This is an optimization exercise on Yosys and OpenROAD, whose aim is small area, a short achievable clock period and few clock cycles per item, not a production implementation. Where RTL was checked, it was by simulation tests only, not by an equivalence proof against the original. Power and IR drop assume default switching activity.

job 1171:
## processor
module processor(clk, rst, max_pc, imem_addr, imem_data, dmem_addr, dmem_data, done, out);
    input clk, rst;
    input [7:0] max_pc;
    output [7:0] imem_addr;
    input [31:0] imem_data;
    output [3:0] dmem_addr;
    input [7:0] dmem_data;
    output reg done;
    output [7:0] out;
    reg       e_valid;           
    reg       e_beq, e_bne;      
    reg       e_eql, e_eqh;      
    reg [7:0] e_tgt;             
    reg [7:0] e_seq;             
    reg [7:0] e_a, e_b;          
    reg [4:0] e_wa;              
    reg       e_jal, e_slt, e_lw;
    wire       e_eq  = e_eql & e_eqh;
    wire       taken = (e_beq & e_eq) | (e_bne & ~e_eq);
    wire [7:0] npc   = taken ? e_tgt : e_seq;
    wire [7:0] sum   = e_a + e_b;
    wire       lt    = $signed(e_a) < $signed(e_b);
    wire [7:0] wd    = e_lw  ? dmem_data :
                       e_jal ? e_tgt :
                       e_slt ? {7'd0, lt} : sum;
    wire       finish = e_valid & (npc >= max_pc);
    assign imem_addr = npc;
    assign dmem_addr = sum[3:0];
    reg [7:0] rf [1:31];
    wire [255:0] rall;
  ...
==> flow/config.mk <==
export PLATFORM = sky130hd
export DESIGN_NAME = processor
export DESIGN_NICKNAME = processor
export VERILOG_FILES = /design/flow/design.v
export SDC_FILE = /design/flow/constraint.sdc
export NUM_CORES = 4
export LEC_CHECK = 0
export CAP_MARGIN = 5
export CORE_MARGIN = 2
export CORE_UTILIZATION = 40
export PLACE_DENSITY = 0.6
export SETUP_SLACK_MARGIN = 3.2
export SLEW_MARGIN = 5
export SYNTH_HIERARCHICAL = 1
export SYNTH_MINIMUM_KEEP_SIZE = 0
==> flow/constraint.sdc <==
create_clock -name core_clock -period 6.0 [get_ports {clk}]
set_input_delay 1.2000 -clock core_clock [delete_from_list [all_inputs] [get_ports {clk}]]
set_output_delay 1.2000 -clock core_clock [all_outputs]
set_load 0.01 [all_outputs]
standard.sh (not shown) runs the stock make flow with config.mk's settings and CLKGATE_MAP_FILE= SYNTH_SCRIPT=/design/flow/synth_recipe.tcl, a recipe that flattens the netlist after the stock synthesis.
==> flow/flow/run.sh <==
#!/bin/bash
# The standard layout, with strong buffers on the ports (in place of the
# delay cells buffer_ports picks by default) and cell sizing in repair not
# held to the original cell's footprint.
set -euo pipefail
export BUFFER_PORTS_ARGS="-buffer_cell sky130_fd_sc_hd__buf_4"
bash standard.sh MATCH_CELL_FOOTPRINT=0 finish > standard.log 2>&1
Job 1171 did not stop at any stage, and its layout met the timing, design-rule and antenna checks.
Testbench counts of job 1171, summed over its fixed seeds: cycles 16,064, instructions 15,104.
The following lists how job 9544 was set up differently from job 1171:
- changing SLEW_MARGIN from 5 to 20
- changing CAP_MARGIN from 5 to 20
-- flow/flow/run.sh --
<<< job 1171, line 6
export BUFFER_PORTS_ARGS="-buffer_cell sky130_fd_sc_hd__buf_4"
bash standard.sh MATCH_CELL_FOOTPRINT=0 finish > standard.log 2>&1
>>> job 9544, line 6
export BUFFER_PORTS_ARGS="-buffer_cell sky130_fd_sc_hd__buf_4"
bash standard.sh MATCH_CELL_FOOTPRINT=0 RECOVER_POWER=30 finish > standard.log 2>&1
### Flow results
Job 9544 and job 1171 ended up with roughly the same multi-input gate share of the layout cell area.
Job 9544 vs job 1171 on final critical-path share of the clock period: job 9544 is the higher one.
Part of the power in the clock network: job 1171 vs job 9544 — no meaningful difference
Completing all stages was not enough for job 9544: its layout failed the final checks because of max-capacitance violations, max-slew violations.
There was hardly any difference in total die area between job 1171 and job 9544.
Changes observed in job 9544 relative to job 1171: sequential portion of the cell area now sits at about the same level; non-clock buffer count stayed essentially flat; relative max-transition margin went down by 120 points.
--- input diff job 9544..job 6873 ---
- changing SETUP_SLACK_MARGIN from 3.2 to 3.5
-- flow/flow/run.sh --
<<< job 9544, line 6
export BUFFER_PORTS_ARGS="-buffer_cell sky130_fd_sc_hd__buf_4"
bash standard.sh MATCH_CELL_FOOTPRINT=0 RECOVER_POWER=30 finish > standard.log 2>&1
>>> job 6873, line 6
export BUFFER_PORTS_ARGS="-buffer_cell sky130_fd_sc_hd__buf_4"
bash standard.sh MATCH_CELL_FOOTPRINT=0 finish > standard.log 2>&1
Results
- Job 6873 reached the end of the flow, and the finished layout is clean on the timing, design-rule and antenna checks.
- Job 6873 vs. job 9544: maximum frequency shows an increase of 19%; total via count after detailed routing shows an increase of 383.
- Job 6873: maximum net fanout on the critical path 43 below job 9544
The following lists how job 449 was set up differently from job 6873:
- swapping 40 for 55 in CORE_UTILIZATION
- swapping 0.6 for 0.7 in PLACE_DENSITY
- swapping 3.5 for 3.2 in SETUP_SLACK_MARGIN
Results
On proportion of cell area occupied by registers: between job 449 and job 6873, it ends up higher for job 449. From job 6873 to job 449 the numbers moved as follows: number of nets in the layout fell 0.60%; number of antenna violations at the first check in global routing fell 1; routed metal-1 wire length fell 1800 um; post-route cell area fell about 3%; maximum frequency fell about 1.2%.

---

== 08-16 ==
processor, a different RTL version from the one above (not shown whole).
For scale: roughly 1,500 cells after synthesis, roughly 300 flip-flops, ~16,000 um2 of cells after synthesis.
clock: 6.0 ns
lec_check: 0
cap_margin: 20
core_margin: 2
core_utilization: 40
place_density: 0.6
setup_slack_margin: 2.5
slew_margin: 20
run.sh (not shown) runs the stock make flow with config.mk's settings and CLKGATE_MAP_FILE= SYNTH_SCRIPT=/design/flow/synth_recipe.tcl, a recipe that flattens the netlist after the stock synthesis.
Stock flow here: none of the scripts above is used.
The inputs of 03-25 differ from those of 08-16 as listed below.
- ABC_AREA now 1, previously not set
Notes after the runs:
03-25 finished end to end and its layout was clean on timing, DRC and antenna.
Relative to 08-16, cell area after layout decreased by 1100 um2 in 03-25.
Diff 08-16 -> 03-25: utilization lower, cell count higher.
Changes observed in 03-25 relative to 08-16: via count decreased about 0.8%; clock group share of total power climbed 6.3 points.
Number of antenna diodes: 03-25 vs 08-16 up 1
Power density over cell area of 03-25 exceeds that of 08-16 by a few percent.
Compared with 08-16, in 03-25 area growth from synthesis to layout decreased by 8.6 points relative to the old numbers; post-layout net count increased by 466 relative to the old numbers.
No functional check of the RTL was part of any run of this note.

---

Another version of the RTL of processor (not shown whole).
For scale: roughly 71 I/O pins, roughly 14000 sq um of cells after synthesis.
clock: 6.0 ns
lec_check: 0
cap_margin: 20
core_margin: 2
core_utilization: 40
place_density: 0.6
setup_slack_margin: 3.5
slew_margin: 20
synth_hierarchical: 1
synth_minimum_keep_size: 0
standard.sh (not shown) runs the stock make flow with config.mk's settings and CLKGATE_MAP_FILE= SYNTH_SCRIPT=/design/flow/synth_recipe.tcl, a recipe that flattens the netlist after the stock synthesis.
==> flow/flow/run.sh <==
#!/bin/bash
# The standard layout, with strong buffers on the ports (in place of the
# delay cells buffer_ports picks by default) and cell sizing in repair not
# held to the original cell's footprint.
set -euo pipefail
export BUFFER_PORTS_ARGS="-buffer_cell sky130_fd_sc_hd__buf_4"
bash standard.sh MATCH_CELL_FOOTPRINT=0 finish > standard.log 2>&1
The first run completed with no timing, DRC or antenna violations.
Edit:
- SETUP_SLACK_MARGIN: 3.5 -> 3.2
Outcome: The changed run completed with no timing, DRC or antenna violations. Via count is lower by 1.6%. Global-route usage falls by 0.25 points. Combinational power is lower by about 7%. Clock skew shrinks by 0.0061 ns. Synthesized cell count does not change. Non-clock buffer count fell by 19.
No functional check of the RTL was part of any run of this note.

---

## exp/sierra
Another version of the RTL of processor (not shown whole).
Size: ~1,100 cells after synthesis, ~71 I/O pins.
// processor
module processor(clk, rst, max_pc, imem_addr, imem_data, dmem_addr, dmem_data, done, out);
export LEC_CHECK = 0
export CAP_MARGIN = 20
export CORE_MARGIN = 2
export CORE_UTILIZATION = 40
export PLACE_DENSITY = 0.6
export SETUP_SLACK_MARGIN = 2.5
export SLEW_MARGIN = 20
export SYNTH_HIERARCHICAL = 1
export SYNTH_MINIMUM_KEEP_SIZE = 0
create_clock -name core_clock -period 6.0 [get_ports {clk}]
Scripts as last shown in full above: flow/flow/run.sh
Testbench counts of exp/sierra, summed over its fixed seeds: cycles 16,064, instructions 15,104.
diff inputs: exp/sierra => exp/quartz
- an added CTS_BUF_LIST of sky130_fd_sc_hd__clkbuf_4 sky130_fd_sc_hd__clkbuf_8
- a change of SETUP_SLACK_MARGIN from 2.5 to 3.2
- Diff exp/sierra..exp/quartz | area after synthesis | unchanged
- Changes observed in exp/quartz relative to exp/sierra: global-route usage rose by 1.9 points; number of buffers outside the clock class in the layout rose by 130%; worst setup slack rose by 0.32 ns; switching power summed over all nets rose by 9.0%.
- Combinational share of power: exp/quartz vs exp/sierra up 2.8 points
- Comparing exp/sierra and exp/quartz, the higher final critical delay including setup and external delays is on exp/sierra.
Input changes introduced in exp/indigo (baseline for comparison: exp/quartz):
- removing CTS_BUF_LIST (formerly sky130_fd_sc_hd__clkbuf_4 sky130_fd_sc_hd__clkbuf_8)
- changing SETUP_SLACK_MARGIN from 3.2 to 2.5
==> flow/run.sh (new file) <==
#!/bin/bash
# synth_recipe.tcl (not shown) runs the flow's synth.tcl, then flattens the netlist and writes it again
# the make line also repeats each setting of config.mk as NAME=value (left out here)
make -C /OpenROAD-flow-scripts/flow DESIGN_CONFIG=/design/flow/config.mk WORK_HOME=/design/flow/orfs CLKGATE_MAP_FILE= SYNTH_SCRIPT=/design/flow/synth_recipe.tcl finish
removed: flow/flow/run.sh
removed: flow/standard.sh
--- outcome ---
- The final layout from exp/quartz, which completed every stage, passed the timing, design-rule and antenna checks at the end of the flow.
- exp/indigo completed every stage of the flow, and the final layout passed the timing, design-rule and antenna checks.
- Summary of the comparison: clock network power consumption is higher in exp/indigo, relative to exp/quartz.
- Cmp exp/quartz and exp/indigo / clock-buffer cell count / higher: exp/quartz
- Re worst hold slack: exp/indigo is 0.029 ns down on exp/quartz.
- Looking at number of detailed-route iterations in the first pass, exp/indigo sits 2 above exp/quartz.
- Cmp exp/quartz and exp/indigo / fraction of final layout cells with drive strength greater than 1 / higher: exp/quartz
- Proportion of final cell area spent on non-clock buffers ended up 4.3 points lower on exp/indigo than on exp/quartz.
- Per the comparison of exp/indigo with exp/quartz, worst clock skew decreased by 0.0039 ns relative to the old numbers; layout net count -8.1%.

---

processor, a different RTL version from the one above (not shown whole).
For scale: about 1,000 cells after synthesis, roughly 71 I/O pins, roughly 14,000 um2 of cells after synthesis.
==> flow/config.mk <==
export PLATFORM = sky130hd
export DESIGN_NAME = processor
export DESIGN_NICKNAME = processor
export VERILOG_FILES = /design/flow/design.v
export SDC_FILE = /design/flow/constraint.sdc
export NUM_CORES = 4
export LEC_CHECK = 0
export CAP_MARGIN = 20
export CORE_MARGIN = 2
export CORE_UTILIZATION = 40
export PLACE_DENSITY = 0.6
export SETUP_SLACK_MARGIN = 3.2
export SLEW_MARGIN = 20
export SYNTH_HIERARCHICAL = 1
export SYNTH_MINIMUM_KEEP_SIZE = 0
==> flow/constraint.sdc <==
create_clock -name core_clock -period 6.0 [get_ports {clk}]
set_input_delay 1.2000 -clock core_clock [delete_from_list [all_inputs] [get_ports {clk}]]
set_output_delay 1.2000 -clock core_clock [all_outputs]
set_load 0.01 [all_outputs]
run.sh (not shown) runs the stock make flow with config.mk's settings and CLKGATE_MAP_FILE= SYNTH_SCRIPT=/design/flow/synth_recipe.tcl, a recipe that flattens the netlist after the stock synthesis.
Stock flow here: none of the scripts above is used.
Rerun with:
--- a/flow/config.mk
+++ b/flow/config.mk
@@ -11,3 +11,3 @@
 export PLACE_DENSITY = 0.6
-export SETUP_SLACK_MARGIN = 3.2
+export SETUP_SLACK_MARGIN = 2.5
 export SLEW_MARGIN = 20
Effect: Fmax came out higher by a few percent. Synthesized cell count stays the same. Combinational power drops by a little under a tenth. Via count came out lower by a few percent. Wire length decreases by a few percent. Critical path depth rose by 2. Global-route usage drops by 0.31 points.
No functional check of the RTL was part of any run of this note.

---

run 1:
processor with an RTL version that a note above also has.
For scale: ~1,100 cells after synthesis.
clock: 6.0 ns
lec_check: 0
cap_margin: 20
core_margin: 2
core_utilization: 40
place_density: 0.6
setup_slack_margin: 3.2
slew_margin: 20
synth_hierarchical: 1
synth_minimum_keep_size: 0
tns_end_percent: 20
standard.sh (not shown) runs the stock make flow with config.mk's settings and CLKGATE_MAP_FILE= SYNTH_SCRIPT=/design/flow/synth_recipe.tcl, a recipe that flattens the netlist after the stock synthesis.
==> flow/flow/run.sh <==
#!/bin/bash
# The standard layout, with strong buffers on the ports (in place of the
# delay cells buffer_ports picks by default) and cell sizing in repair not
# held to the original cell's footprint.
set -euo pipefail
export BUFFER_PORTS_ARGS="-buffer_cell sky130_fd_sc_hd__buf_4"
bash standard.sh MATCH_CELL_FOOTPRINT=0 finish > standard.log 2>&1
Testbench counts of run 1, summed over its fixed seeds: cycles 16,064, instructions 15,104.
> inputs changed (run 1 -> run 2)
Settings: clearing TNS_END_PERCENT, which used to be 20.
--- a/flow/flow/run.sh
+++ b/flow/flow/run.sh
@@ -6 +6 @@
-export BUFFER_PORTS_ARGS="-buffer_cell sky130_fd_sc_hd__buf_4"
+export BUFFER_PORTS_ARGS="-buffer_cell sky130_fd_sc_hd__buf_2"
[summary]
| number of nets produced by synthesis | run 1 vs run 2 | ≈ equal |. Wire: run 2 routes more than run 1. Run 1 consumes more power than run 2. Run 2 ended with more routed length per placed instance than run 1. Re cell internal power dissipation: run 1 was higher than run 2. Run 1 has higher insertion delay of the later-clocked pin in the worst-skew pair than run 2.
The inputs of run 3 differ from those of run 2 as listed below.
Settings: swapping 3.2 for 2.9 in SETUP_SLACK_MARGIN.
--- a/flow/flow/run.sh
+++ b/flow/flow/run.sh
@@ -6 +6 @@
-export BUFFER_PORTS_ARGS="-buffer_cell sky130_fd_sc_hd__buf_2"
+export BUFFER_PORTS_ARGS="-buffer_cell sky130_fd_sc_hd__buf_4"
==> comparison <==
- Run 3 against run 2: final antenna diode count fell by 1, final net count decreased 49, areal power density over the cells shows an increase of 11 mW/mm2, number of global-route vias before repair dropped about 1%, minimum clock period after layout lower.
- Run 2 ended up with imem_data[25] as its beginning of the critical path; run 3 ended up with imem_data[19].

---

== the baseline ==
The RTL this note starts from:
==> flow/design.v <==
module register_file(clk, rst, ra1, ra2, wa, wd, rd1, rd2, r4);
    input clk, rst;
    input [4:0] ra1, ra2;
    input [4:0] wa;                
    input [7:0] wd;
    output [7:0] rd1, rd2;
    output [7:0] r4;
    reg [7:0] regs [1:31];
    wire [7:0] wd_m = rst ? 8'd0 : wd;
    genvar i;
    generate
        for (i = 1; i < 32; i = i + 1) begin : g_reg
            always @(posedge clk)
                if (rst || wa == i)
                    regs[i] <= wd_m;
        end
    endgenerate
    assign rd1 = (ra1 == 5'd0) ? 8'd0 : regs[ra1];
    assign rd2 = (ra2 == 5'd0) ? 8'd0 : regs[ra2];
    assign r4 = regs[4];
endmodule
module processor(clk, rst, max_pc, imem_addr, imem_data, dmem_addr, dmem_data, done, out);
    input clk, rst;
    input [7:0] max_pc;
    output [7:0] imem_addr;
    input [31:0] imem_data;
    output [3:0] dmem_addr;
    input [7:0] dmem_data;
    output reg done;
    output [7:0] out;
    reg       e_valid;           
    reg [7:0] e_pc;              
    reg [7:0] e_pc1;             
    reg [7:0] e_tgt;             
    reg [7:0] e_imm;             
    reg [7:0] e_a, e_b;          
    reg [4:0] e_wa;              
    reg       e_br, e_bne;       
    reg       e_jal, e_jr;
    reg       e_useimm;          
    reg       e_slt, e_lw;
    wire       eq    = (e_a == e_b);
    wire       taken = e_br & (eq ^ e_bne);
    wire [7:0] seq   = e_jal ? e_imm : (e_jr ? e_a : e_pc1);
    wire [7:0] npc   = taken ? e_tgt : seq;
    wire [7:0] sum   = e_a + (e_useimm ? e_imm : e_b);
    wire       lt    = $signed(e_a) < $signed(e_b);
    wire [7:0] wd    = e_lw  ? dmem_data :
                       e_jal ? (e_pc + 8'd4) :
                       e_slt ? {7'd0, lt} : sum;
    wire       finish = e_valid & (npc >= max_pc);
    assign imem_addr = npc;
    assign dmem_addr = sum[3:0];
    wire [4:0] f_rs = imem_data[25:21];
    wire [4:0] f_rt = imem_data[20:16];
    wire [7:0] rd1, rd2;
    register_file REGFILE(.clk(clk), .rst(rst), .ra1(f_rs), .ra2(f_rt),
                          .wa(e_wa), .wd(wd), .rd1(rd1), .rd2(rd2), .r4(out));
    wire [7:0] f_a = (f_rs != 5'd0 && f_rs == e_wa) ? wd : rd1;
    wire [7:0] f_b = (f_rt != 5'd0 && f_rt == e_wa) ? wd : rd2;
    wire [5:0] f_op = imem_data[31:26];
    wire [5:0] f_fn = imem_data[5:0];
    wire [7:0] f_imm = imem_data[7:0];
    wire f_rtype = (f_op == 6'b000000);
    wire f_slt   = f_rtype && f_fn == 6'b101010;
    wire f_addu  = f_rtype && f_fn == 6'b100001;
    wire f_jr    = f_rtype && f_fn == 6'b001000;
    wire f_jal   = (f_op == 6'b000011);
    wire f_addiu = (f_op == 6'b001001);
    wire f_beq   = (f_op == 6'b000100);
    wire f_bne   = (f_op == 6'b000101);
    wire f_lw    = (f_op == 6'b100011);
    wire [4:0] f_wa = (f_slt | f_addu)  ? imem_data[15:11] :
                      (f_addiu | f_lw)  ? f_rt :
                      f_jal             ? 5'd31 : 5'd0;
    wire go = ~rst & ~done & ~finish;
    always @(posedge clk) begin
        e_pc   <= npc;
        e_pc1  <= npc + 8'd1;
        e_tgt  <= npc + f_imm;
        e_a    <= f_a;
        e_b    <= f_b;
        e_useimm <= f_addiu | f_lw;
        e_slt  <= f_slt;
        e_lw   <= f_lw;
        e_jr   <= f_jr;
        e_bne  <= f_bne;
        if (rst) begin
            e_valid <= 1'b0;
            e_wa    <= 5'd0;
            e_br    <= 1'b0;
            e_jal   <= 1'b1;
            e_imm   <= 8'd0;
            done    <= 1'b0;
        end else begin
            e_valid <= go;
            e_wa    <= go ? f_wa : 5'd0;
            e_br    <= f_beq | f_bne;
            e_jal   <= f_jal;
            e_imm   <= f_imm;
            if (finish) done <= 1'b1;
        end
    end
endmodule
export LEC_CHECK = 0
export CAP_MARGIN = 20
export CORE_MARGIN = 2
export CORE_UTILIZATION = 40
export PLACE_DENSITY = 0.6
export SETUP_SLACK_MARGIN = 2
export SLEW_MARGIN = 20
create_clock -name core_clock -period 6.0 [get_ports {clk}]
run.sh (not shown) runs the stock make flow with config.mk's settings and CLKGATE_MAP_FILE= SYNTH_SCRIPT=/design/flow/synth_recipe.tcl, a recipe that flattens the netlist after the stock synthesis.
Stock flow here: none of the scripts above is used.
Testbench counts of the baseline, summed over its fixed seeds: cycles 16,064, instructions 15,104.
For the candidate, these inputs were changed with respect to the baseline:
# the baseline
export LEC_CHECK = 0
export CAP_MARGIN = 20
export CORE_MARGIN = 2
export CORE_UTILIZATION = 40
export PLACE_DENSITY = 0.6
export SETUP_SLACK_MARGIN = 2
export SLEW_MARGIN = 20
create_clock -name core_clock -period 6.0 [get_ports {clk}]
# the candidate
export LEC_CHECK = 0
export CAP_MARGIN = 20
export CORE_MARGIN = 2
export CORE_UTILIZATION = 40
export PLACE_DENSITY = 0.6
export SETUP_SLACK_MARGIN = 3
export SLEW_MARGIN = 20
create_clock -name core_clock -period 6.0 [get_ports {clk}]
Notes after the runs:
The candidate ended with more global-route usage than the baseline. Compared to the baseline, the candidate has slew at the pin closest to its max-slew limit 0.0095 ns higher. Reported for the candidate and the baseline, synthesized cell area turned out identical to the last digit. Diode insertion count for antenna repair ends up higher on the candidate. The candidate vs the baseline — count of filler cells inserted in the layout dropped by a few percent. The hold slack in the candidate was lower than what the baseline gave. Re synthesis-to-finish area growth: the candidate and the baseline aren't equal, and the higher value belongs to the candidate.

## port drivers added, routing unchanged
The flow's constraints put no driver on any port. The routed layouts listed below were extracted and timed again, unchanged, in two steps. Step 1: set_driving_cell puts a clkbuf_16 on clk and a buf_2 on each other input, an assumption about the parent block. Step 2 also shifts input and output timing later by t, the mid clock arrival at the registers, as if the neighbouring blocks saw the same clock. Three values: no drivers, after step 1, after step 2; two values: the first two.
run	t (ns)	setup slack, ns	latest minus earliest clock arrival (ns)	worst register clock-pin slew, ns	worst slew at a driven data input, ns
job 1171	0.629	2.919 / 2.870 / 2.297	0.013 / 0.013	0.07 / 0.07	0.14
job 9544	0.631	2.299 / 2.302 / 1.671	0.012 / 0.012	0.07 / 0.07	0.14
job 6873	0.623	2.892 / 2.849 / 2.227	0.014 / 0.013	0.07 / 0.07	0.15
job 449	0.602	2.855 / 2.846 / 2.244	0.016 / 0.016	0.07 / 0.07	0.17
08-16	0.610	2.389 / 2.289 / 1.679	0.037 / 0.036	0.07 / 0.07	0.24
03-25	0.625	2.489 / 2.472 / 1.847	0.032 / 0.032	0.06 / 0.06	0.07
the first run of note 3	0.619	2.819 / 2.769 / 2.289	0.023 / 0.023	0.07 / 0.07	0.14
the second run of note 3	0.620	2.796 / 2.746 / 2.156	0.016 / 0.016	0.07 / 0.07	0.18
exp/sierra	0.612	2.535 / 2.562 / 1.950	0.014 / 0.014	0.06 / 0.06	0.09
exp/quartz	0.620	2.857 / 2.812 / 2.379	0.022 / 0.022	0.07 / 0.07	0.17
exp/indigo	0.616	2.385 / 2.416 / 1.800	0.018 / 0.018	0.07 / 0.07	0.08
the first run of note 5	0.622	2.205 / 2.213 / 1.591	0.016 / 0.016	0.07 / 0.07	0.07
the second run of note 5	0.566	2.319 / 2.314 / 1.748	0.022 / 0.021	0.07 / 0.07	0.07
run 1	0.623	2.808 / 2.784 / 2.161	0.018 / 0.018	0.07 / 0.07	0.16
run 2	0.563	2.821 / 2.751 / 2.188	0.023 / 0.024	0.07 / 0.07	0.19
run 3	0.556	2.835 / 2.865 / 2.309	0.029 / 0.029	0.06 / 0.06	0.07
the baseline	0.615	2.000 / 1.945 / 1.470	0.018 / 0.017	0.07 / 0.07	0.05
the candidate	0.629	2.072 / 2.018 / 2.313	0.034 / 0.035	0.07 / 0.07	0.06
The setup slack of 08-16, which loses most, moves by -0.100 ns with the drivers and by -0.710 ns with both steps.
